What follows belongs to an exercise in optimizing a design on an open flow for small area, a short achievable clock period and few clock cycles per item; a production flow would make more cautious choices. RTL that was checked went through simulation tests only; none was proved equivalent to the original.

==> 03-27: inputs <==
Design ALU_64, start of the top module:
module ALU_64 (
  input clk,
  input rst_b,
  input bgn,
  input [63:0]in_0,
  input [63:0]in_1,
  input [4:0]sel,
  output stop,
  output [63:0]out
);
  wire [63:0]out_arithmetic;
  wire [63:0]out_logic;
  wire [127:0]out_shift;
  arithmetic_unit uut_arithmetic (
    .clk(clk),
    .bgn(bgn),
    .rst_b(rst_b),
    .opcode(sel[1:0]),
    .inbus(in_0),
    .stop(stop),
    .outbus(out_arithmetic)
  );
  logic_unit uut_logic (
    .in_0(in_0),
    .in_1(in_1),
    .sel(sel[2:0]),
    .out(out_logic)
  );
  shift_rotate_unit uut_shift (
    .in({in_1, in_0}),
    .sel(sel[2:0]),
    .out(out_shift)
  );
  mux4to1 uut_mux (
    .in_0(out_arithmetic),
    .in_1(out_logic),
    .in_2(out_shift[63:0]),
    .in_3({64{1'b0}}),
    .sel(sel[4:3]),
    .out(out)
  );
endmodule
==> module ALU_64, before the edit <==
module ALU_64 (
  input clk,
  input rst_b,
  input bgn,
  input [63:0]in_0,
  input [63:0]in_1,
  input [4:0]sel,
  output stop,
  output [63:0]out
);
  wire [63:0]out_arithmetic;
  wire [63:0]out_logic;
  wire [127:0]out_shift;
  arithmetic_unit uut_arithmetic (
    .clk(clk),
    .bgn(bgn),
    .rst_b(rst_b),
    .opcode(sel[1:0]),
    .inbus(in_0),
    .stop(stop),
    .outbus(out_arithmetic)
  );
  logic_unit uut_logic (
    .in_0(in_0),
    .in_1(in_1),
    .sel(sel[2:0]),
    .out(out_logic)
  );
  shift_rotate_unit uut_shift (
    .in({in_1, in_0}),
    .sel(sel[2:0]),
    .out(out_shift)
  );
  mux4to1 uut_mux (
    .in_0(out_arithmetic),
    .in_1(out_logic),
    .in_2(out_shift[63:0]),
    .in_3({64{1'b0}}),
    .sel(sel[4:3]),
    .out(out)
  );
endmodule
Settings: LEC_CHECK=0, CAP_MARGIN=20, CORE_MARGIN=2, CORE_UTILIZATION=40, PLACE_DENSITY=0.6, SLEW_MARGIN=20; clock period 7.0 ns.
run.sh (not shown) runs the stock make flow with config.mk's settings and CLKGATE_MAP_FILE= SYNTH_SCRIPT=/design/flow/synth_recipe.tcl, a recipe that flattens the netlist after the stock synthesis.
==> inputs of 04-23, as changes to 03-27 <==
--- a/flow/design.v
+++ b/flow/design.v
@@ -921,35 +921,191 @@
   output stop,
   output [63:0]out
 );
-  wire [63:0]out_arithmetic;
-  wire [63:0]out_logic;
-  wire [127:0]out_shift;
-  arithmetic_unit uut_arithmetic (
-    .clk(clk),
-    .bgn(bgn),
-    .rst_b(rst_b),
-    .opcode(sel[1:0]),
-    .inbus(in_0),
-    .stop(stop),
-    .outbus(out_arithmetic)
-  );
-  logic_unit uut_logic (
-    .in_0(in_0),
-    .in_1(in_1),
-    .sel(sel[2:0]),
-    .out(out_logic)
-  );
-  shift_rotate_unit uut_shift (
-    .in({in_1, in_0}),
-    .sel(sel[2:0]),
-    .out(out_shift)
-  );
-  mux4to1 uut_mux (
-    .in_0(out_arithmetic),
-    .in_1(out_logic),
-    .in_2(out_shift[63:0]),
-    .in_3({64{1'b0}}),
-    .sel(sel[4:3]),
-    .out(out)
-  );
+  localparam S_IDLE = 3'd0;
+  localparam S_LDX  = 3'd1;
+  localparam S_LDY  = 3'd2;
+  localparam S_RUN  = 3'd3;    
+  localparam S_DIV  = 3'd4;    
+  localparam S_CORR = 3'd5;    
+  localparam S_HI   = 3'd6;
+  localparam S_LAST = 3'd7;
+  reg [2:0] st;
+  reg [1:0] op;        
+  reg [6:0] cnt_a;     
+  reg [6:0] cnt_b;     
+  reg       out_q;     
+  reg [6:0] lx;
+  reg [1:0] kx;
+  reg [63:0] M;
+  reg [64:0] A;
+  reg [63:0] Q;
+  reg        q1;
+  wire is_mul = (op == 2'b10);
+  wire is_div = (op == 2'b11);
+  wire [7:0]  g_nz;
+  wire [23:0] g_lz;
+  genvar g;
+  generate
+    for (g = 0; g < 8; g = g + 1) begin : lzg
+      wire [7:0] b = in_0[63-8*g -: 8];
+      assign g_nz[g] = |b;
+      assign g_lz[3*g +: 3] = b[7] ? 3'd0 : b[6] ? 3'd1 : b[5] ? 3'd2 : b[4] ? 3'd3 :
+                              b[3] ? 3'd4 : b[2] ? 3'd5 : b[1] ? 3'd6 : 3'd7;
+    end
+  endgenerate
+  reg [6:0] lz;
+  integer i;
+  always @(*) begin
+    lz = 7'd64;
+    for (i = 7; i >= 0; i = i - 1)
+      if (g_nz[i]) lz = {1'b0, i[2:0], g_lz[3*i +: 3]};
+  end
+  wire fit16 = (&in_0[63:15]) | ~(|in_0[63:15]);
+  wire fit32 = (&in_0[63:31]) | ~(|in_0[63:31]);
+  wire fit48 = (&in_0[63:47]) | ~(|in_0[63:47]);
+  wire [1:0] kz = fit16 ? 2'd0 : fit32 ? 2'd1 : fit48 ? 2'd2 : 2'd3;
+  wire       swap  = (kz < kx);                        
+  wire [1:0] kmin  = swap ? kz : kx;
+  wire [6:0] qb    = (lx == 7'd64) ? 7'd64 :
+                     (lx >= lz) ? (lx - lz + 7'd1) : 7'd0;
+  wire [6:0] r_div = (qb + 7'd1) & 7'b1111110;
+  wire [2:0] bd = {Q[1], Q[0], q1};
+  wire b_zero = (bd == 3'b000) | (bd == 3'b111);
+  wire b_neg  = Q[1];
+  wire b_two  = (bd == 3'b011) | (bd == 3'b100);
+  wire s_ldy  = (st == S_LDY);
+  wire s_run  = (st == S_RUN);
+  wire s_div  = (st == S_DIV);
+  wire s_corr = (st == S_CORR);
+  wire mul_fast = is_mul & (cnt_b == 7'd0);
+  wire div_fast = is_div & (cnt_b >= 7'd16);
+  wire fast     = s_run & (mul_fast | div_fast);
+  wire [65:0] add_p = s_ldy ? {2'b00, in_0 & {64{~is_mul}}} :
+                      s_div ? {A, Q[63]} :
+                              {A[64], A};
+  wire use_m  = s_ldy ? ~op[1] :
+                s_run ? (is_mul & ~b_zero) :
+                        1'b1;
+  wire use_2m = s_run & b_two;
+  wire [65:0] b_mag = ~use_m ? 66'd0 :
+                      use_2m ? {M[63], M, 1'b0} :
+                      is_mul ? {M[63], M[63], M} : {2'b00, M};
+  wire add_inv = s_ldy ? (~op[1] & op[0]) :
+                 s_run ? (b_neg & ~b_zero) :
+                 s_div ? ~A[64] :
+                         1'b0;
+  wire [66:0] sum_c = {add_p, 1'b1} + {b_mag ^ {66{add_inv}}, add_inv};
+  wire [65:0] sum = sum_c[66:1];
+  wire [6:0] dec_a = (s_run & fast & is_mul) ? 7'd8 : 7'd1;
+  wire [6:0] dec_b = div_fast ? 7'd16 : is_div ? 7'd2 : {6'd0, cnt_b != 7'd0};
+  always @(posedge clk or negedge rst_b) begin
+    if (!rst_b) begin
+      st    <= S_IDLE;
+      op    <= 2'b00;
+      out_q <= 1'b0;
+    end else begin
+      case (st)
+        S_IDLE: if (bgn) begin
+          st <= S_LDX;
+          op <= sel[1:0];
+        end
+        S_LDX: st <= S_LDY;
+        S_LDY: st <= ~op[1] ? S_LAST : (is_div & (r_div == 7'd0)) ? S_HI : S_RUN;
+        S_RUN: begin
+          if (is_mul) begin
+            if (cnt_a == dec_a) st <= S_HI;
+          end else begin
+            if (cnt_b == dec_b) st <= S_DIV;
+          end
+        end
+        S_DIV: if (cnt_a == 7'd1) st <= sum[65] ? S_CORR : S_HI;
+        S_CORR: st <= S_HI;
+        S_HI: begin
+          st    <= S_LAST;
+          out_q <= 1'b1;
+        end
+        default: begin
+          st    <= S_IDLE;
+          out_q <= 1'b0;
+        end
+      endcase
+    end
+  end
+  always @(posedge clk) begin
+    case (st)
+      S_LDX: begin
+        lx <= lz;
+        kx <= kz;
+      end
+      S_LDY: begin
+        cnt_a <= is_div ? r_div : 7'd32;
+        cnt_b <= is_div ? r_div : ({5'd0, kmin} + 7'd1) << 3;
+      end
+      S_RUN: begin
+        if (is_mul) cnt_a <= cnt_a - dec_a;
+        cnt_b <= cnt_b - dec_b;
+      end
+      S_DIV: cnt_a <= cnt_a - 7'd1;
+      default: ;
+    endcase
+  end
+  always @(posedge clk) begin
+    case (st)
+      S_LDX: M <= in_0;
+      S_LDY: begin
+        A  <= sum[64:0];
+        q1 <= 1'b0;
+        if (is_mul & ~swap) begin
+          Q <= M;
+          M <= in_0;
+        end else begin
+          Q <= in_0 & {64{~is_div}};
+        end
+      end
+      S_RUN: begin
+        if (fast) begin
+          A <= {{16{A[64]}}, A[64:16]};
+          Q <= {A[15:0], Q[63:16]};
+        end else begin
+          A  <= {sum[65], sum[65:2]};
+          Q  <= {sum[1:0], Q[63:2]};
+          q1 <= Q[1];
+        end
+      end
+      S_DIV: begin
+        A <= sum[64:0];
+        Q <= {Q[62:0], ~sum[65]};
+      end
+      S_CORR: A <= sum[64:0];
+      default: ;
+    endcase
+  end
+  assign stop = (st == S_LAST);
+  wire [63:0] out_arith = out_q ? Q : A[63:0];
+  reg [3:0] t;
+  always @(*) begin
+    case (sel[2:0])
+      3'd0: t = 4'b1000;
+      3'd1: t = 4'b0111;
+      3'd2: t = 4'b1110;
+      3'd3: t = 4'b0001;
+      3'd4: t = 4'b0110;
+      3'd5: t = 4'b1001;
+      3'd6: t = 4'b0011;
+      default: t = 4'b0101;
+    endcase
+  end
+  wire en_l  = (sel[4:3] == 2'b01);
+  wire en_sl = (sel[4:3] == 2'b10) & ~sel[0] & ~(sel[2] & sel[1]);
+  wire en_sr = (sel[4:3] == 2'b10) & sel[0] & ~(sel[2] & sel[1]);
+  wire en_ar = (sel[4:3] == 2'b00);
+  wire [3:0] te = t & {4{en_l}};
+  wire [63:0] sl_src = {in_0[62:0], sel[2] & in_1[63]};
+  wire [63:0] sr_src = {in_1[0], in_0[63:1]};
+  wire [63:0] lut = ( in_0 &  in_1 & {64{te[3]}}) |
+                    ( in_0 & ~in_1 & {64{te[2]}}) |
+                    (~in_0 &  in_1 & {64{te[1]}}) |
+                    (~in_0 & ~in_1 & {64{te[0]}});
+  assign out = lut | (sl_src & {64{en_sl}}) | (sr_src & {64{en_sr}}) |
+               (out_arith & {64{en_ar}});
 endmodule
==> notes <==
Against 03-27, the register-to-register slack of 04-23 is higher by 420 ps.
Of 03-27 and 04-23, 04-23 has the higher sequential share of layout area (gap 4.2 points).
Worst hold slack: 03-27 is lower than 04-23 (79 ps).
Between 04-23 and 03-27, the lower via count is in 03-27 (gap about 30%, measured against 03-27).
Of 03-27 and 04-23, 04-23 has the higher final cell count (gap about 14%, measured against 04-23).
Of 04-23 and 03-27, 04-23 has the higher area after synthesis (gap 6.5%, measured against 03-27).
Die area: 03-27 is smaller than 04-23 (6.0%).
Between 03-27 and 04-23, the lower global-route usage is in 03-27 (gap 13 points).
No functional check of the RTL was part of any run of this note.

========
==> job 6717 <==
Another version of the RTL of ALU_64 (not shown whole).
==> flow/config.mk <==
export PLATFORM = sky130hd
export DESIGN_NAME = ALU_64
export DESIGN_NICKNAME = ALU_64
export VERILOG_FILES = /design/flow/design.v
export SDC_FILE = /design/flow/constraint.sdc
export NUM_CORES = 4
export LEC_CHECK = 0
export CAP_MARGIN = 20
export CORE_MARGIN = 2
export CORE_UTILIZATION = 40
export PLACE_DENSITY = 0.6
export SETUP_SLACK_MARGIN = 2.5
export SLEW_MARGIN = 20
export BUFFER_PORTS_ARGS = -buffer_cell sky130_fd_sc_hd__buf_2
==> flow/constraint.sdc <==
create_clock -name core_clock -period 7.0 [get_ports {clk}]
set_input_delay 1.4000 -clock core_clock [delete_from_list [all_inputs] [get_ports {clk}]]
set_output_delay 1.4000 -clock core_clock [all_outputs]
set_load 0.01 [all_outputs]
standard.sh (not shown) runs the stock make flow with config.mk's settings and CLKGATE_MAP_FILE= SYNTH_SCRIPT=/design/flow/synth_recipe.tcl, a recipe that flattens the netlist after the stock synthesis.
==> flow/flow/run.sh <==
#!/bin/bash
set -e
cd "$(dirname "$0")/.."
cp standard.sh flow_standard_copy.sh.log
echo "export BUFFER_PORTS_ARGS = -buffer_cell sky130_fd_sc_hd__buf_2" >> config.mk
bash standard.sh > standard_sh.log 2>&1
==> job 6878 (differences from job 6717) <==
--- a/flow/design.v
+++ b/flow/design.v
@@ -925,26 +925,30 @@
   wire s_idle = ~(s_ldx | s_ldy | s_run | s_div | s_corr | s_hi | s_last);
   reg [1:0] op;        
   reg       out_q;     
   reg [6:0] cnt_a;     
   reg [6:0] cnt_b;     
   reg [5:0] lx;        
   reg       xz;        
   reg [1:0] kx;        
+  reg       x_mul;     
   reg [63:0] M;
   reg [64:0] A;
   reg [63:0] Q;
   reg        q1;
   reg p_in;            
   reg p_aq;            
   reg p_a;             
   reg b_m1;            
   reg b_m2;            
   reg b_inv;           
+  reg c_m1;            
+  reg c_m2;            
+  reg c_inv;           
   wire is_mul = (op == 2'b10);
   wire is_div = (op == 2'b11);
   wire [7:0]  g_nz;
   wire [23:0] g_lz;
   genvar g;
   generate
     for (g = 0; g < 8; g = g + 1) begin : lzg
       wire [7:0] b = in_0[63-8*g -: 8];
@@ -959,47 +963,56 @@
     lz = 7'd64;
     for (i = 7; i >= 0; i = i - 1)
       if (g_nz[i]) lz = {1'b0, i[2:0], g_lz[3*i +: 3]};
   end
   wire fit16 = (&in_0[63:15]) | ~(|in_0[63:15]);
   wire fit32 = (&in_0[63:31]) | ~(|in_0[63:31]);
   wire fit48 = (&in_0[63:47]) | ~(|in_0[63:47]);
   wire [1:0] kz = fit16 ? 2'd0 : fit32 ? 2'd1 : fit48 ? 2'd2 : 2'd3;
-  wire swap = (kz < kx);         
-  wire [1:0] kmin = swap ? kz : kx;
+  wire swap = ~x_mul;            
+  wire [1:0] kmin = x_mul ? kx : kz;
   wire [7:0] d     = {2'b00, lx} - {1'b0, cnt_b};
   wire d_neg       = d[7];
-  wire d_fast      = ~d_neg & (d[6:0] >= 7'd14);
-  wire d_last      = d_fast ? (d[6:1] == 6'd7) : (d[6:1] == 6'd0);
+  wire d_fast      = ~d_neg & (d[6:0] >= 7'd12);
+  wire d_last      = d_fast ? (d[6:2] == 5'd3) : (d[6:2] == 5'd0);
   wire mul_fast = is_mul & (cnt_b == 7'd0);
   wire fast     = mul_fast | (is_div & d_fast);
-  wire mul_end  = mul_fast ? (cnt_a == 7'd8) : (cnt_a == 7'd1);
-  wire [65:0] add_p = ({66{p_in}} & {2'b00, in_0}) |
-                      ({66{p_aq}} & {A, Q[63]}) |
-                      ({66{p_a}}  & {A[64], A});
-  wire [65:0] b_mag = ({66{b_m1}} & {{2{is_mul & M[63]}}, M}) |
-                      ({66{b_m2}} & {M[63], M, 1'b0});
-  wire add_inv = b_inv | (s_div & ~A[64]);
-  wire [66:0] sum_c = {add_p, 1'b1} + {b_mag ^ {66{add_inv}}, add_inv};
-  wire [65:0] sum = sum_c[66:1];
+  wire mul_end  = mul_fast ? (cnt_a == 7'd8) : (cnt_a == 7'd2);
+  wire [67:0] add_p = ({68{p_aq}} & {{2{A[64]}}, A, Q[63]}) |
+                      ({68{p_a}}  & {{3{A[64]}}, A});
+  wire [67:0] b_mag = ({68{b_m1}} & {{4{is_mul & M[63]}}, M}) |
+                      ({68{b_m2}} & {{3{M[63]}}, M, 1'b0});
+  wire [67:0] c_mag = ({68{c_m1}} & {{2{M[63]}}, M, 2'b00}) |
+                      ({68{c_m2}} & {M[63], M, 3'b000});
+  wire add_inv = b_inv;
+  wire [67:0] b_op = b_mag ^ {68{add_inv}};
+  wire [67:0] c_op = c_mag ^ {68{c_inv}};
+  wire [67:0] cs_s = add_p ^ b_op ^ c_op;
+  wire [67:0] cs_c = p_in ? {4'b0000, in_0} :
+                     {(add_p[66:0] & b_op[66:0]) | (add_p[66:0] & c_op[66:0]) |
+                      (b_op[66:0] & c_op[66:0]), c_inv};
+  wire [68:0] sum_c = {cs_s, 1'b1} + {cs_c, add_inv};
+  wire [67:0] sum = sum_c[68:1];
   wire run_to_hi  = is_mul ? mul_end : d_neg;
   wire run_to_div = is_div & ~d_neg & d_last;
   wire div_end    = (cnt_a == 7'd1);
   wire n_ldx  = s_idle & bgn;
   wire n_ldy  = s_ldx;
   wire n_run  = (s_ldy & op[1]) | (s_run & ~run_to_hi & ~run_to_div);
   wire n_div  = (s_run & run_to_div) | (s_div & ~div_end);
-  wire n_corr = s_div & div_end & sum[65];
-  wire n_hi   = (s_run & run_to_hi) | (s_div & div_end & ~sum[65]) | s_corr;
+  wire n_corr = s_div & div_end & sum[67];
+  wire n_hi   = (s_run & run_to_hi) | (s_div & div_end & ~sum[67]) | s_corr;
   wire n_last = (s_ldy & ~op[1]) | s_hi;
-  wire [2:0] bd_nxt = s_ldy ? (swap ? {in_0[1:0], 1'b0} : {Q[1:0], 1'b0}) :
-                      fast  ? {Q[17:16], q1} : Q[3:1];
-  wire bd_zero = (bd_nxt == 3'b000) | (bd_nxt == 3'b111);
-  wire bd_two  = (bd_nxt == 3'b011) | (bd_nxt == 3'b100);
+  wire [4:0] bd_nxt = s_ldy ? (swap ? {in_0[3:0], 1'b0} : {Q[3:0], 1'b0}) :
+                      fast  ? {Q[19:16], q1} : Q[7:3];
+  wire bd_zero = (bd_nxt[2:0] == 3'b000) | (bd_nxt[2:0] == 3'b111);
+  wire bd_two  = (bd_nxt[2:0] == 3'b011) | (bd_nxt[2:0] == 3'b100);
+  wire cd_zero = (bd_nxt[4:2] == 3'b000) | (bd_nxt[4:2] == 3'b111);
+  wire cd_two  = (bd_nxt[4:2] == 3'b011) | (bd_nxt[4:2] == 3'b100);
   wire n_mstep = n_run & is_mul;
   always @(posedge clk or negedge rst_b) begin
     if (!rst_b) begin
       s_ldx  <= 1'b0;
       s_ldy  <= 1'b0;
       s_run  <= 1'b0;
       s_div  <= 1'b0;
       s_corr <= 1'b0;
@@ -1020,57 +1033,62 @@
     end
   end
   always @(posedge clk) begin
     p_in  <= n_ldy & ~is_mul;
     p_aq  <= n_div;
     p_a   <= n_run | n_corr;
     b_m1  <= (n_ldy & ~op[1]) | (n_mstep & ~bd_zero & ~bd_two) | n_div | n_corr;
     b_m2  <= n_mstep & bd_two;
-    b_inv <= (n_ldy & (op == 2'b01)) | (n_mstep & bd_nxt[2]);
+    b_inv <= (n_ldy & (op == 2'b01)) | (n_mstep & bd_nxt[2]) |
+             (n_div & ~(s_div & sum[67]));
+    c_m1  <= n_mstep & ~cd_zero & ~cd_two;
+    c_m2  <= n_mstep & cd_two;
+    c_inv <= n_mstep & bd_nxt[4];
     if (s_ldx) begin
       lx <= lz[6] ? 6'd63 : lz[5:0];
       xz <= lz[6];
       kx <= kz;
+      x_mul <= ~kz[1];
     end
     if (s_ldy) begin
       cnt_a <= is_div ? 7'd0 : 7'd32;
       cnt_b <= is_div ? (xz ? 7'd0 : lz) : ({5'd0, kmin} + 7'd1) << 3;
     end
     if (s_run) begin
       if (is_mul) begin
-        cnt_a <= cnt_a - (mul_fast ? 7'd8 : 7'd1);
-        cnt_b <= cnt_b - {6'd0, ~mul_fast};
+        cnt_a <= cnt_a - (mul_fast ? 7'd8 : 7'd2);
+        cnt_b <= cnt_b - {5'd0, ~mul_fast, 1'b0};
       end else begin
-        cnt_a <= cnt_a + (d_fast ? 7'd16 : 7'd2);
-        cnt_b <= cnt_b + (d_fast ? 7'd16 : 7'd2);
+        cnt_a <= cnt_a + (d_fast ? 7'd16 : 7'd4);
+        cnt_b <= cnt_b + (d_fast ? 7'd16 : 7'd4);
       end
     end
     if (s_div) cnt_a <= cnt_a - 7'd1;
   end
   wire y_to_m = is_mul & ~swap;
   always @(posedge clk) begin
     if (s_ldx | (s_ldy & y_to_m)) M <= in_0;
   end
   wire a_fast = s_run & fast;
   wire a_sh   = s_run & ~fast & ~(is_div & d_neg);
   always @(posedge clk) begin
     if (a_fast)    A <= {{16{A[64]}}, A[64:16]};
-    else if (a_sh) A <= {sum[65], sum[65:2]};
+    else if (a_sh) A <= {sum[67], sum[67:4]};
     else           A <= sum[64:0];
   end
   always @(posedge clk) begin
     if (s_ldx | (s_ldy & ~y_to_m)) Q <= in_0 & {64{~(s_ldy & is_div)}};
     if (s_ldy) q1 <= 1'b0;
     if (a_fast) Q <= {A[15:0], Q[63:16]};
     if (a_sh) begin
-      Q  <= {sum[1:0], Q[63:2]};
-      q1 <= Q[1];
+      Q  <= {sum[3:0], Q[63:4]};
+      q1 <= Q[3];
     end
-    if (s_div) Q <= {Q[62:0], ~sum[65]};
+    if (s_div) Q <= {Q[62:0], ~sum[67]};
   end
   assign stop = s_last;
   wire [63:0] out_arith = out_q ? Q : A[63:0];
   reg [3:0] t;
   always @(*) begin
     case (sel[2:0])
       3'd0: t = 4'b1000;
       3'd1: t = 4'b0111;
==> job 1440 (differences from job 6717) <==
--- a/flow/design.v
+++ b/flow/design.v
@@ -925,26 +925,30 @@
   wire s_idle = ~(s_ldx | s_ldy | s_run | s_div | s_corr | s_hi | s_last);
   reg [1:0] op;        
   reg       out_q;     
   reg [6:0] cnt_a;     
   reg [6:0] cnt_b;     
   reg [5:0] lx;        
   reg       xz;        
   reg [1:0] kx;        
+  reg       x_mul;     
   reg [63:0] M;
   reg [64:0] A;
   reg [63:0] Q;
   reg        q1;
   reg p_in;            
   reg p_aq;            
   reg p_a;             
   reg b_m1;            
   reg b_m2;            
   reg b_inv;           
+  reg c_m1;            
+  reg c_m2;            
+  reg c_inv;           
   wire is_mul = (op == 2'b10);
   wire is_div = (op == 2'b11);
   wire [7:0]  g_nz;
   wire [23:0] g_lz;
   genvar g;
   generate
     for (g = 0; g < 8; g = g + 1) begin : lzg
       wire [7:0] b = in_0[63-8*g -: 8];
@@ -959,47 +963,56 @@
     lz = 7'd64;
     for (i = 7; i >= 0; i = i - 1)
       if (g_nz[i]) lz = {1'b0, i[2:0], g_lz[3*i +: 3]};
   end
   wire fit16 = (&in_0[63:15]) | ~(|in_0[63:15]);
   wire fit32 = (&in_0[63:31]) | ~(|in_0[63:31]);
   wire fit48 = (&in_0[63:47]) | ~(|in_0[63:47]);
   wire [1:0] kz = fit16 ? 2'd0 : fit32 ? 2'd1 : fit48 ? 2'd2 : 2'd3;
-  wire swap = (kz < kx);         
-  wire [1:0] kmin = swap ? kz : kx;
+  wire swap = ~x_mul;            
+  wire [1:0] kmin = x_mul ? kx : kz;
   wire [7:0] d     = {2'b00, lx} - {1'b0, cnt_b};
   wire d_neg       = d[7];
-  wire d_fast      = ~d_neg & (d[6:0] >= 7'd14);
-  wire d_last      = d_fast ? (d[6:1] == 6'd7) : (d[6:1] == 6'd0);
+  wire d_fast      = ~d_neg & (d[6:0] >= 7'd12);
+  wire d_last      = d_fast ? (d[6:2] == 5'd3) : (d[6:2] == 5'd0);
   wire mul_fast = is_mul & (cnt_b == 7'd0);
   wire fast     = mul_fast | (is_div & d_fast);
-  wire mul_end  = mul_fast ? (cnt_a == 7'd8) : (cnt_a == 7'd1);
-  wire [65:0] add_p = ({66{p_in}} & {2'b00, in_0}) |
-                      ({66{p_aq}} & {A, Q[63]}) |
-                      ({66{p_a}}  & {A[64], A});
-  wire [65:0] b_mag = ({66{b_m1}} & {{2{is_mul & M[63]}}, M}) |
-                      ({66{b_m2}} & {M[63], M, 1'b0});
-  wire add_inv = b_inv | (s_div & ~A[64]);
-  wire [66:0] sum_c = {add_p, 1'b1} + {b_mag ^ {66{add_inv}}, add_inv};
-  wire [65:0] sum = sum_c[66:1];
+  wire mul_end  = mul_fast ? (cnt_a == 7'd8) : (cnt_a == 7'd2);
+  wire [67:0] add_p = ({68{p_aq}} & {{2{A[64]}}, A, Q[63]}) |
+                      ({68{p_a}}  & {{3{A[64]}}, A});
+  wire [67:0] b_mag = ({68{b_m1}} & {{4{is_mul & M[63]}}, M}) |
+                      ({68{b_m2}} & {{3{M[63]}}, M, 1'b0});
+  wire [67:0] c_mag = ({68{c_m1}} & {{2{M[63]}}, M, 2'b00}) |
+                      ({68{c_m2}} & {M[63], M, 3'b000});
+  wire add_inv = b_inv;
+  wire [67:0] b_op = b_mag ^ {68{add_inv}};
+  wire [67:0] c_op = c_mag ^ {68{c_inv}};
+  wire [67:0] cs_s = add_p ^ b_op ^ c_op;
+  wire [67:0] cs_c = {4'b0000, in_0 & {64{p_in}}} |
+                     {(add_p[66:0] & b_op[66:0]) | (add_p[66:0] & c_op[66:0]) |
+                      (b_op[66:0] & c_op[66:0]), c_inv};
+  wire [68:0] sum_c = {cs_s, 1'b1} + {cs_c, add_inv};
+  wire [67:0] sum = sum_c[68:1];
   wire run_to_hi  = is_mul ? mul_end : d_neg;
   wire run_to_div = is_div & ~d_neg & d_last;
   wire div_end    = (cnt_a == 7'd1);
   wire n_ldx  = s_idle & bgn;
   wire n_ldy  = s_ldx;
   wire n_run  = (s_ldy & op[1]) | (s_run & ~run_to_hi & ~run_to_div);
   wire n_div  = (s_run & run_to_div) | (s_div & ~div_end);
-  wire n_corr = s_div & div_end & sum[65];
-  wire n_hi   = (s_run & run_to_hi) | (s_div & div_end & ~sum[65]) | s_corr;
+  wire n_corr = s_div & div_end & sum[67];
+  wire n_hi   = (s_run & run_to_hi) | (s_div & div_end & ~sum[67]) | s_corr;
   wire n_last = (s_ldy & ~op[1]) | s_hi;
-  wire [2:0] bd_nxt = s_ldy ? (swap ? {in_0[1:0], 1'b0} : {Q[1:0], 1'b0}) :
-                      fast  ? {Q[17:16], q1} : Q[3:1];
-  wire bd_zero = (bd_nxt == 3'b000) | (bd_nxt == 3'b111);
-  wire bd_two  = (bd_nxt == 3'b011) | (bd_nxt == 3'b100);
+  wire [4:0] bd_nxt = s_ldy ? (swap ? {in_0[3:0], 1'b0} : {Q[3:0], 1'b0}) :
+                      fast  ? {Q[19:16], q1} : Q[7:3];
+  wire bd_zero = (bd_nxt[2:0] == 3'b000) | (bd_nxt[2:0] == 3'b111);
+  wire bd_two  = (bd_nxt[2:0] == 3'b011) | (bd_nxt[2:0] == 3'b100);
+  wire cd_zero = (bd_nxt[4:2] == 3'b000) | (bd_nxt[4:2] == 3'b111);
+  wire cd_two  = (bd_nxt[4:2] == 3'b011) | (bd_nxt[4:2] == 3'b100);
   wire n_mstep = n_run & is_mul;
   always @(posedge clk or negedge rst_b) begin
     if (!rst_b) begin
       s_ldx  <= 1'b0;
       s_ldy  <= 1'b0;
       s_run  <= 1'b0;
       s_div  <= 1'b0;
       s_corr <= 1'b0;
@@ -1020,60 +1033,65 @@
     end
   end
   always @(posedge clk) begin
     p_in  <= n_ldy & ~is_mul;
     p_aq  <= n_div;
     p_a   <= n_run | n_corr;
     b_m1  <= (n_ldy & ~op[1]) | (n_mstep & ~bd_zero & ~bd_two) | n_div | n_corr;
     b_m2  <= n_mstep & bd_two;
-    b_inv <= (n_ldy & (op == 2'b01)) | (n_mstep & bd_nxt[2]);
+    b_inv <= (n_ldy & (op == 2'b01)) | (n_mstep & bd_nxt[2]) |
+             (n_div & ~(s_div & sum[67]));
+    c_m1  <= n_mstep & ~cd_zero & ~cd_two;
+    c_m2  <= n_mstep & cd_two;
+    c_inv <= n_mstep & bd_nxt[4];
     if (s_ldx) begin
       lx <= lz[6] ? 6'd63 : lz[5:0];
       xz <= lz[6];
       kx <= kz;
+      x_mul <= ~kz[1];
     end
     if (s_ldy) begin
       cnt_a <= is_div ? 7'd0 : 7'd32;
       cnt_b <= is_div ? (xz ? 7'd0 : lz) : ({5'd0, kmin} + 7'd1) << 3;
     end
     if (s_run) begin
       if (is_mul) begin
-        cnt_a <= cnt_a - (mul_fast ? 7'd8 : 7'd1);
-        cnt_b <= cnt_b - {6'd0, ~mul_fast};
+        cnt_a <= cnt_a - (mul_fast ? 7'd8 : 7'd2);
+        cnt_b <= cnt_b - {5'd0, ~mul_fast, 1'b0};
       end else begin
-        cnt_a <= cnt_a + (d_fast ? 7'd16 : 7'd2);
-        cnt_b <= cnt_b + (d_fast ? 7'd16 : 7'd2);
+        cnt_a <= cnt_a + (d_fast ? 7'd16 : 7'd4);
+        cnt_b <= cnt_b + (d_fast ? 7'd16 : 7'd4);
       end
     end
     if (s_div) cnt_a <= cnt_a - 7'd1;
   end
   wire y_to_m = is_mul & ~swap;
   always @(posedge clk) begin
     if (s_ldx | (s_ldy & y_to_m)) M <= in_0;
   end
   wire a_fast = s_run & fast;
   wire a_sh   = s_run & ~fast & ~(is_div & d_neg);
+  wire a_sum  = ~a_fast & ~a_sh;
+  always @(posedge clk)
+    A <= ({65{a_fast}} & {{16{A[64]}}, A[64:16]}) |
+         ({65{a_sh}}   & {sum[67], sum[67:4]}) |
+         ({65{a_sum}}  & sum[64:0]);
+  wire q_ld = s_ldx | (s_ldy & ~y_to_m);
+  wire q_en = q_ld | a_fast | a_sh | s_div;
   always @(posedge clk) begin
-    if (a_fast)    A <= {{16{A[64]}}, A[64:16]};
-    else if (a_sh) A <= {sum[65], sum[65:2]};
-    else           A <= sum[64:0];
-  end
-  always @(posedge clk) begin
-    if (s_ldx | (s_ldy & ~y_to_m)) Q <= in_0 & {64{~(s_ldy & is_div)}};
+    if (q_en)
+      Q <= ({64{q_ld & ~(s_ldy & is_div)}} & in_0) |
+           ({64{a_fast}} & {A[15:0], Q[63:16]}) |
+           ({64{a_sh}}   & {sum[3:0], Q[63:4]}) |
+           ({64{s_div}}  & {Q[62:0], ~sum[67]});
     if (s_ldy) q1 <= 1'b0;
-    if (a_fast) Q <= {A[15:0], Q[63:16]};
-    if (a_sh) begin
-      Q  <= {sum[1:0], Q[63:2]};
-      q1 <= Q[1];
-    end
-    if (s_div) Q <= {Q[62:0], ~sum[65]};
+    if (a_sh)  q1 <= Q[3];
   end
   assign stop = s_last;
-  wire [63:0] out_arith = out_q ? Q : A[63:0];
   reg [3:0] t;
   always @(*) begin
     case (sel[2:0])
       3'd0: t = 4'b1000;
       3'd1: t = 4'b0111;
       3'd2: t = 4'b1110;
       3'd3: t = 4'b0001;
       3'd4: t = 4'b0110;
@@ -1093,11 +1111,13 @@
   genvar k;
   generate
     for (k = 0; k < 64; k = k + 1) begin : lb
       wire l0 = in_1[k] ? te[1] : te[0];
       wire l1 = in_1[k] ? te[3] : te[2];
       assign lut[k] = in_0[k] ? l1 : l0;
     end
   endgenerate
+  wire en_a = en_ar & ~out_q;
+  wire en_q = en_ar & out_q;
   assign out = lut | (sl_src & {64{en_sl}}) | (sr_src & {64{en_sr}}) |
-               (out_arith & {64{en_ar}});
+               (A[63:0] & {64{en_a}}) | (Q & {64{en_q}});
 endmodule
==> notes <==
Wire length, highest first: job 6878, job 1440, job 6717.
In job 6717 the global-route usage is higher than in job 1440, by 0.64 points.
Via count, highest first: job 6878, job 1440, job 6717.
Of job 6717 and job 6878, job 6717 has the higher maximum frequency (gap about 3.6%, measured against job 6878).
Worst setup slack, highest first: job 6717, job 1440, job 6878.
The lowest cell area belongs to job 6717, the highest to job 6878.
Synthesized cell count: job 6878 > job 1440 > job 6717.
The lowest critical path depth belongs to job 6878, the highest to job 1440.
First-iteration DRC count, highest first: job 1440, job 6878, job 6717.
Against job 1440, the clock skew of job 6878 is lower by 0.0040 ns.
Job 1440 finished clean. Job 6878 completed with no timing, DRC or antenna violations. Job 6717 produced a clean layout.
In job 6717 the area after synthesis is lower than in job 1440, by 6.9%.
Testbench counts of job 6717, summed over its fixed seeds: cycles 25,744, ops 2,048.
Testbench counts of job 6878, summed over its fixed seeds: cycles 21,768, ops 2,048.
Testbench counts of job 1440, summed over its fixed seeds: cycles 21,768, ops 2,048.

==> separate check: timing with driven ports <==
Ports are ideal in the flow. The routed layouts listed here were re-timed in OpenROAD. Step 1: set_driving_cell puts a clkbuf_16 on clk and a buf_2 on each other input, an assumption about the parent block. Step 2 times the ports against the registers' clock, not the clock port: input delays grow and output delays shrink by t, the midpoint of the rising clock arrivals with the driver on. Three values: ideal, step 1, step 2; two values: the first two.
run | t, ns | setup slack, ns | hold slack, ns | slew at the worst register clock pin (ns) | worst data-port slew with drivers (ns)
03-27 | 0.598 | 0.325 / 0.283 / -0.285 | 0.531 / 0.531 / 0.531 | 0.06 / 0.06 | 0.07
04-23 | 0.669 | 0.436 / 0.475 / -0.193 | 0.610 / 0.610 / 0.610 | 0.07 / 0.07 | 0.07
job 6717 | 0.647 | 2.463 / 2.441 / 1.870 | 0.412 / 0.412 / 0.412 | 0.07 / 0.07 | 0.18
job 6878 | 0.634 | 2.298 / 2.260 / 1.912 | 0.439 / 0.439 / 0.439 | 0.07 / 0.07 | 0.09
job 1440 | 0.678 | 2.461 / 2.461 / 2.041 | 0.455 / 0.455 / 0.455 | 0.07 / 0.07 | 0.05
With both steps, setup timing fails in 03-27 and 04-23, where it was met with ideal ports. For 04-23, which loses most, drivers alone change the setup slack by +0.039 ns; drivers and shift together by -0.629 ns.
